Context: an optimization exercise on an open-source flow, tuned for small area. The choices shown serve that exercise and are no tape-out recipe. In this exercise RTL edits were held to simulation tests only and were not proved equivalent to the original. No activity file was given, so power comes from the tool's default toggle rates.

<file path="config.mk">
export PLATFORM = sky130hd
export DESIGN_NAME = timer
export DESIGN_NICKNAME = timer
export VERILOG_FILES = /design/flow/design.v
export SDC_FILE = /design/flow/constraint.sdc
export NUM_CORES = 4
export LEC_CHECK = 0
export CAP_MARGIN = 20
export CORE_MARGIN = 2
export CORE_UTILIZATION = 40
export SLEW_MARGIN = 20
</file>
<file path="constraint.sdc">
create_clock -name core_clock -period 80.0 [get_ports {clk}]
set_input_delay 16.0000 -clock core_clock [delete_from_list [all_inputs] [get_ports {clk}]]
set_output_delay 16.0000 -clock core_clock [all_outputs]
set_load 0.01 [all_outputs]
</file>
<file path="design.v">
module prbs #(
  parameter int N = 14
)(
  input  logic         clk,
  input  logic         rst_n,      
  output logic [N-1:0] rnd_bus
);
  localparam logic [N-1:0] SEED = {{(N-1){1'b0}}, 1'b1};
  logic [N-1:0] state;
  logic         fb;
  assign fb = state[13] ^ state[4] ^ state[2] ^ state[0];
  wire [N-1:0] next_state = {fb, state[N-1:1]};  
  always_ff @(posedge clk or negedge rst_n) begin
    if (!rst_n)
      state <= SEED;
    else
      state <= next_state;
  end
  assign rnd_bus = state;
endmodule
module sseg #(
  parameter int MUX_DIV_BITS = 8
)(
  input  logic        clk,
  input  logic        rst_n,       
  input  logic [15:0] digits,      
  output logic [7:0]  sseg,        
  output logic [7:0]  an           
);
  logic [MUX_DIV_BITS-1:0] mux_div;
  always_ff @(posedge clk or negedge rst_n) begin
    if (!rst_n)
      mux_div <= '0;
    else
      mux_div <= mux_div + 1'b1;
  end
  logic [1:0] sel;
  assign sel = mux_div[MUX_DIV_BITS-1 -: 2];
  logic [3:0] nib;
  always_comb begin
    unique case (sel)
      2'd0: nib = digits[3:0];
      2'd1: nib = digits[7:4];
      2'd2: nib = digits[11:8];
      2'd3: nib = digits[15:12];
      default: nib = 4'hB;  
    endcase
  end
  logic [7:0] seg_lut;
  always_comb begin
    case (nib)
      4'd0:  seg_lut = 8'hC0;
      4'd1:  seg_lut = 8'hF9;
      4'd2:  seg_lut = 8'hA4;
      4'd3:  seg_lut = 8'hB0;
      4'd4:  seg_lut = 8'h99;
      4'd5:  seg_lut = 8'h92;
      4'd6:  seg_lut = 8'h82;
      4'd7:  seg_lut = 8'hF8;
      4'd8:  seg_lut = 8'h80;
      4'd9:  seg_lut = 8'h90;
      4'd10: seg_lut = 8'h88;    
      4'd11: seg_lut = 8'hFF;    
      4'd12: seg_lut = 8'h89;    
      4'd13: seg_lut = 8'hFF;    
      4'd14: seg_lut = 8'hCF;    
      default: seg_lut = 8'hFF;  
    endcase
  end
  always_comb begin
    sseg = seg_lut;
    an   = ~(8'b0000_0001 << sel);
  end
endmodule
module timer #(
  parameter int CLK_HZ      = 20_000,
  parameter int MS_TICK_HZ  = 1_000,           
  parameter int RAND_MIN_MS = 2000,            
  parameter int RAND_MAX_MS = 15000            
)(
  input  logic       clk,
  input  logic       rst_n,         
  input  logic       start_btn,     
  input  logic       stop_btn,      
  output logic       stim_led,      
  output logic [7:0] sseg,
  output logic [7:0] an
);
  typedef enum logic [2:0] {
    IDLE,        
    START,       
    REACTION,    
    WIN,         
    LATE,        
    EARLY        
  } state_t;
  state_t cs, ns;
  logic [1:0] start_sync, stop_sync;
  always_ff @(posedge clk or negedge rst_n) begin
    if (!rst_n) begin
      start_sync <= 2'b00;
      stop_sync  <= 2'b00;
    end else begin
      start_sync <= {start_sync[0], start_btn};
      stop_sync  <= {stop_sync[0],  stop_btn};
    end
  end
  wire start_pe = (start_sync[1] & ~start_sync[0]);
  wire stop_pe  = (stop_sync[1]  & ~stop_sync[0]);
  localparam int CYCLES_PER_TICK = CLK_HZ / MS_TICK_HZ;
  localparam int TICKW = (CYCLES_PER_TICK > 1) ? $clog2(CYCLES_PER_TICK) : 1;
  logic [TICKW-1:0] tick_cnt;
  wire ms_tick = (tick_cnt == CYCLES_PER_TICK-1);
  always_ff @(posedge clk or negedge rst_n) begin
    if (!rst_n)          tick_cnt <= '0;
    else if (ms_tick)    tick_cnt <= '0;
    else                 tick_cnt <= tick_cnt + 1'b1;
  end
  logic [15:0] ms_elapsed;
  logic        ms_count_en;
  always_ff @(posedge clk or negedge rst_n) begin
    if (!rst_n)
      ms_elapsed <= '0;
    else if (ns != cs)
      ms_elapsed <= ((ns==START) || (ns==REACTION)) ? 16'd0 : ms_elapsed;
    else if (ms_tick && ms_count_en)
      ms_elapsed <= ms_elapsed + 1'b1;
  end
  localparam int N_RANDOM = 14;
  logic [N_RANDOM-1:0] rnd_bus;
  prbs #(.N(N_RANDOM)) u_prbs (
    .clk    (clk),
    .rst_n  (rst_n),
    .rnd_bus(rnd_bus)
  );
  localparam int RANGE = (RAND_MAX_MS - RAND_MIN_MS + 1);
  logic [15:0] rand_target_ms;
  always_ff @(posedge clk or negedge rst_n) begin
    if (!rst_n)
      rand_target_ms <= RAND_MIN_MS[15:0];
    else if (cs != START && ns == START)
      rand_target_ms <= RAND_MIN_MS + (rnd_bus % RANGE);
  end
  logic [15:0] digits;
  sseg u_sseg (
    .clk   (clk),
    .rst_n (rst_n),
    .digits(digits),
    .sseg  (sseg),
    .an    (an)
  );
  localparam logic [3:0] NBLK = 4'hB;  
  wire [15:0] HI = {NBLK, NBLK, 4'hC, 4'hE};
  always_comb begin
    ns          = cs;
    stim_led    = 1'b0;
    ms_count_en = 1'b0;
    digits      = HI;
    unique case (cs)
      IDLE: begin
        digits = HI;
        if (start_pe) ns = START;
      end
      START: begin
        digits      = {NBLK,NBLK,NBLK,NBLK};  
        ms_count_en = 1'b1;                   
        if (stop_pe)                     ns = EARLY;            
        else if (ms_elapsed >= rand_target_ms) ns = REACTION;  
      end
      REACTION: begin
        stim_led    = 1'b1;
        ms_count_en = 1'b1;
        digits[3:0]    =  ms_elapsed % 10;
        digits[7:4]    = (ms_elapsed / 10)   % 10;
        digits[11:8]   = (ms_elapsed / 100)  % 10;
        digits[15:12]  = (ms_elapsed / 1000) % 10;
        if (stop_pe)                     ns = WIN;
        else if (ms_elapsed >= 16'd1000) ns = LATE;  
      end
      WIN: begin
        digits[3:0]    =  ms_elapsed % 10;
        digits[7:4]    = (ms_elapsed / 10)   % 10;
        digits[11:8]   = (ms_elapsed / 100)  % 10;
        digits[15:12]  = (ms_elapsed / 1000) % 10;
      end
      LATE:  digits = 16'h1000;  
      EARLY: digits = 16'h9999;  
      default: ns = IDLE;
    endcase
  end
  always_ff @(posedge clk or negedge rst_n) begin
    if (!rst_n) cs <= IDLE;
    else        cs <= ns;
  end
endmodule
</file>
<file path="run.sh">
#!/bin/bash
# synth_recipe.tcl (not shown) runs the flow's synth.tcl, then flattens the netlist and writes it again
# the make line also repeats each setting of config.mk as NAME=value (left out here)
make -C /OpenROAD-flow-scripts/flow DESIGN_CONFIG=/design/flow/config.mk WORK_HOME=/design/flow/orfs CLKGATE_MAP_FILE= SYNTH_SCRIPT=/design/flow/synth_recipe.tcl finish
</file>
==> key figures <==
Status
  – Status: finished clean

GRT
  – Initial antenna violation count: 0
  – Gr ovfl total: 0
  – Number of global-route vias before repair: 15068
  – First-pass GRT wire length: 77300 microns
  – All-Layer GR Usage: 24.1%
  – Largest net degree at the start of global routing: 67

Setup path
  – Slowest CP cell: nor2_1
  – Worst Path Max Fanout: 41
  – Most common cell on crit path: nor2_1
  – WP data arrival: 14.63 ns
  – Max incr delay on CP: 0.88 ns
  – Critical path class: register to output pin
  – CP Launch Type: register
  – Worst Path Required: 64.00 ns
  – Setup crit end kind: output pin
  – R2R depth: 32

Pwr
  – Total Power: 122 uW
  – LEAKAGE: 5.91 nW
  – Max IR drop VDD: 0.0151 mV
  – Pwr dens: 7.98 nW/um^2

Timing
  – Slew Limit Fails: 0
  – RSZ-0062 raised after global routing: false
  – Worst hold slack: 0.379 ns
  – F_max: 32.6 MHz
  – Hold Vio Cnt, Final: 0
  – Setup violators final: 0
  – Post-layout min period: 30.63 ns
  – Final WS setup: 49.37 ns
  – Slew HR: 29.3%
  – Worst Tran Pin Value: 1.05 ns
  – TNS Setup: 0 ns
  – Final Cycle Share: 38.3%
  – Clock skew: 0.00513 ns

Detailed routing
  – WL/cell: 19.0 microns
  – Via/cell ratio: 6.44
  – Detail Route Antenna Nets: 0
  – Via count: 16035
  – TritonRoute pass-1 iters: 6
  – Residual DRC: 0
  – Initial DRC count: 1426
  – WL final: 47200 microns

Floorplan
  – CORE AREA: 35700 sq um
  – Site Rows: 69
  – Die area: 38000 sq um
  – Die X: 195 microns
  – Chip Height: 195 microns
  – Starting Density: 40.8%
  – I/O pins: 21

Clocking
  – Postcts setup bufs: 0
  – Clock tree buffer depth: 2
  – Num CTS Buffers: 9
  – Clock root buffer: clkbuf_16
  – Clock-pin slew on the worst setup and hold paths: 0.06 ns
  – Clk sinks: 66
  – H-tree depth: 3
  – Hold-fix buffers, CTS: 0
  – TritonCTS clock tree: yes
  – Skew-Pair Late Insertion Delay: 0.34 ns
  – # resized after CTS: 0

Synth
  – Synth cell types: 132
  – Synth top cells by count: 218 x nor2_1, 204 x nand2_1, 131 x o21ai_0
  – Synthesized area: 14600 sq um
  – Asr flop ratio synth: 100%
  – Most common cell in the synthesized netlist: nor2_1
  – Post-synth EDFFs: 0
  – FF+latch count, synth: 66
  – Top cells by area, synth: dfrtp_1 10%, nor2_1 5.6%, xnor2_1 5.3%
  – Yosys top cell area share: 10.1%
  – Top_reg_cell synth: dfrtp_1
  – Post-synth top area cell: dfrtp_1
  – Syn_area_per_cell: 6.99 sq um
  – Synth warnings: 3
  – Seq/Total Area, Yosys: 11.4%
  – Post-Synthesis Cells: 2087

Cells and area
  – Fin nets: 2076
  – Area Overhead vs Synth: 4.59%
  – Core Util, Final: 42.7%
  – Share of cells above drive strength 1: 9.07%
  – Antenna cells: 0
  – Cell Count, Final, Fillers Out: 2490
  – Post-route cell area: 15200 sq um

Flow run
  – Max Cap Viol: 0

Placed design
  – Inst Count DP: 2473
  – Final HPWL DP: 35600 microns
  – Buffers on Ports: 15
  – Final Wtd Congestion: 0.933
  – Post-DP Area: 14900 sq um
  – Place WS: 50.02 ns

Hold path
  – Hold Path Class: register to register
  – Worst hold path depth: 0
==> power breakdown <==
part           total [mW]  switching, mW  internal [mW]
Combinational      0.0384         0.0206         0.0178
Sequential         0.0398        0.00293         0.0369
Clock              0.0435         0.0159         0.0275
==> cell type report <==
class                   instances  area, sq um
clock inverters                 7          100
well taps                     461          577
inverters                      79          298
multi-input cells            1829        12100
fillers                      3730        20500
clock buffers                   9          225
flip-flops and latches         66         1660
repair buffers                 39          323
==> final timing paths <==
| check | start | end | slack, ns |
|---|---|---|---|
| hold / removal | stop_sync[0] | stop_sync[1] | 0.38 |
| max in group asynchronous | rst_n | ms_elapsed[10] | 63.59 |
| setup reg to reg | ms_elapsed[0] | ms_elapsed[8] | 74.14 |
| setup / recovery | ms_elapsed[13] | sseg[0] | 49.37 |
| hold reg to reg | stop_sync[0] | stop_sync[1] | 0.38 |
| min in group asynchronous | rst_n | tick_cnt[1] | 15.85 |
==> sequential cells by signal, summed over array words and instances (netlist names) <==
name / cells
ms_elapsed: 16
rand_target_ms: 16
u_prbs.state: 14
u_sseg.mux_div: 8
tick_cnt: 5
cs: 3
start_sync: 2
stop_sync: 2
==> kinds of logic after synthesis <==
family | after synthesis | synth area share [%]
AND/OR/NAND/NOR | 853 | 29.6
AO/OA/AOI/OAI | 757 | 38.2
buffers and inverters | 196 | 5.96
XOR/XNOR | 114 | 6.99
flip-flops | 66 | 11.4
adder cells (fa/ha/maj) | 59 | 4.87
multiplexers | 41 | 2.93
other | 1 | 0.0257
==> worst max-delay path: cells and delay by family (launching register included) <==
family                     cells  cell delay [ns]
and+or+nand+nor               18             4.77
AOI/OAI and AO/OA             17             6.33
adders and majority gates      4             1.23
xor gates and xnor gates       1             0.13
buffers and inverters          6             1.37
DFF                            1             0.43
==> cells in the final DEF, fill, tap and decap left out, types with 27 or more instances in the layout <==
master,count
o211ai_1,36
xnor2_1,89
nor2b_1,28
nand2_1,204
nand2b_1,34
nand3_1,78
o21ai_1,27
and3_1,30
nor3_1,76
inv_1,72
o31ai_1,31
dfrtp_1,59
ha_1,48
a21oi_1,126
nor2_1,218
mux2i_1,31
a31oi_1,37
o21ai_0,131
a211oi_1,39
==> per-layer routing <==
| layer | up-vias | track usage, % | share of wire [%] |
|---|---|---|---|
| met1 | 7659 | 32.5 | 46 |
| met4 | 0 | 6.19 | 1.9 |
| met2 | 514 | 41.6 | 47 |
| met3 | 63 | 1.75 | 5.0 |
| li1 | 7799 | - | - |
| met5 | - | 0 | 0 |

what the ideal ports hide:
No port has a modelled driver above. Below, the same layout with a new extraction and two added sets of constraints. Step 1 sets driving cells, clkbuf_16 on the clock port and buf_2 on the other inputs (assumed; they add their load-dependent delay and slew). Step 2 also shifts input and output timing later by t, the mid clock arrival at the registers, as if the neighbouring blocks saw the same clock. a / b / c = ideal ports / drivers / drivers and shift; a / b = the first two.
t (ns): 0.378
setup slack, ns: 49.370 / 49.329 / 49.707
hold WS [ns]: 0.379 / 0.379 / 0.379
worst slew at a driven data input, ns: 0.03
After both steps setup and hold are still met in this run. For this run, drivers alone change the setup slack by -0.041 ns; drivers and shift together by +0.337 ns.
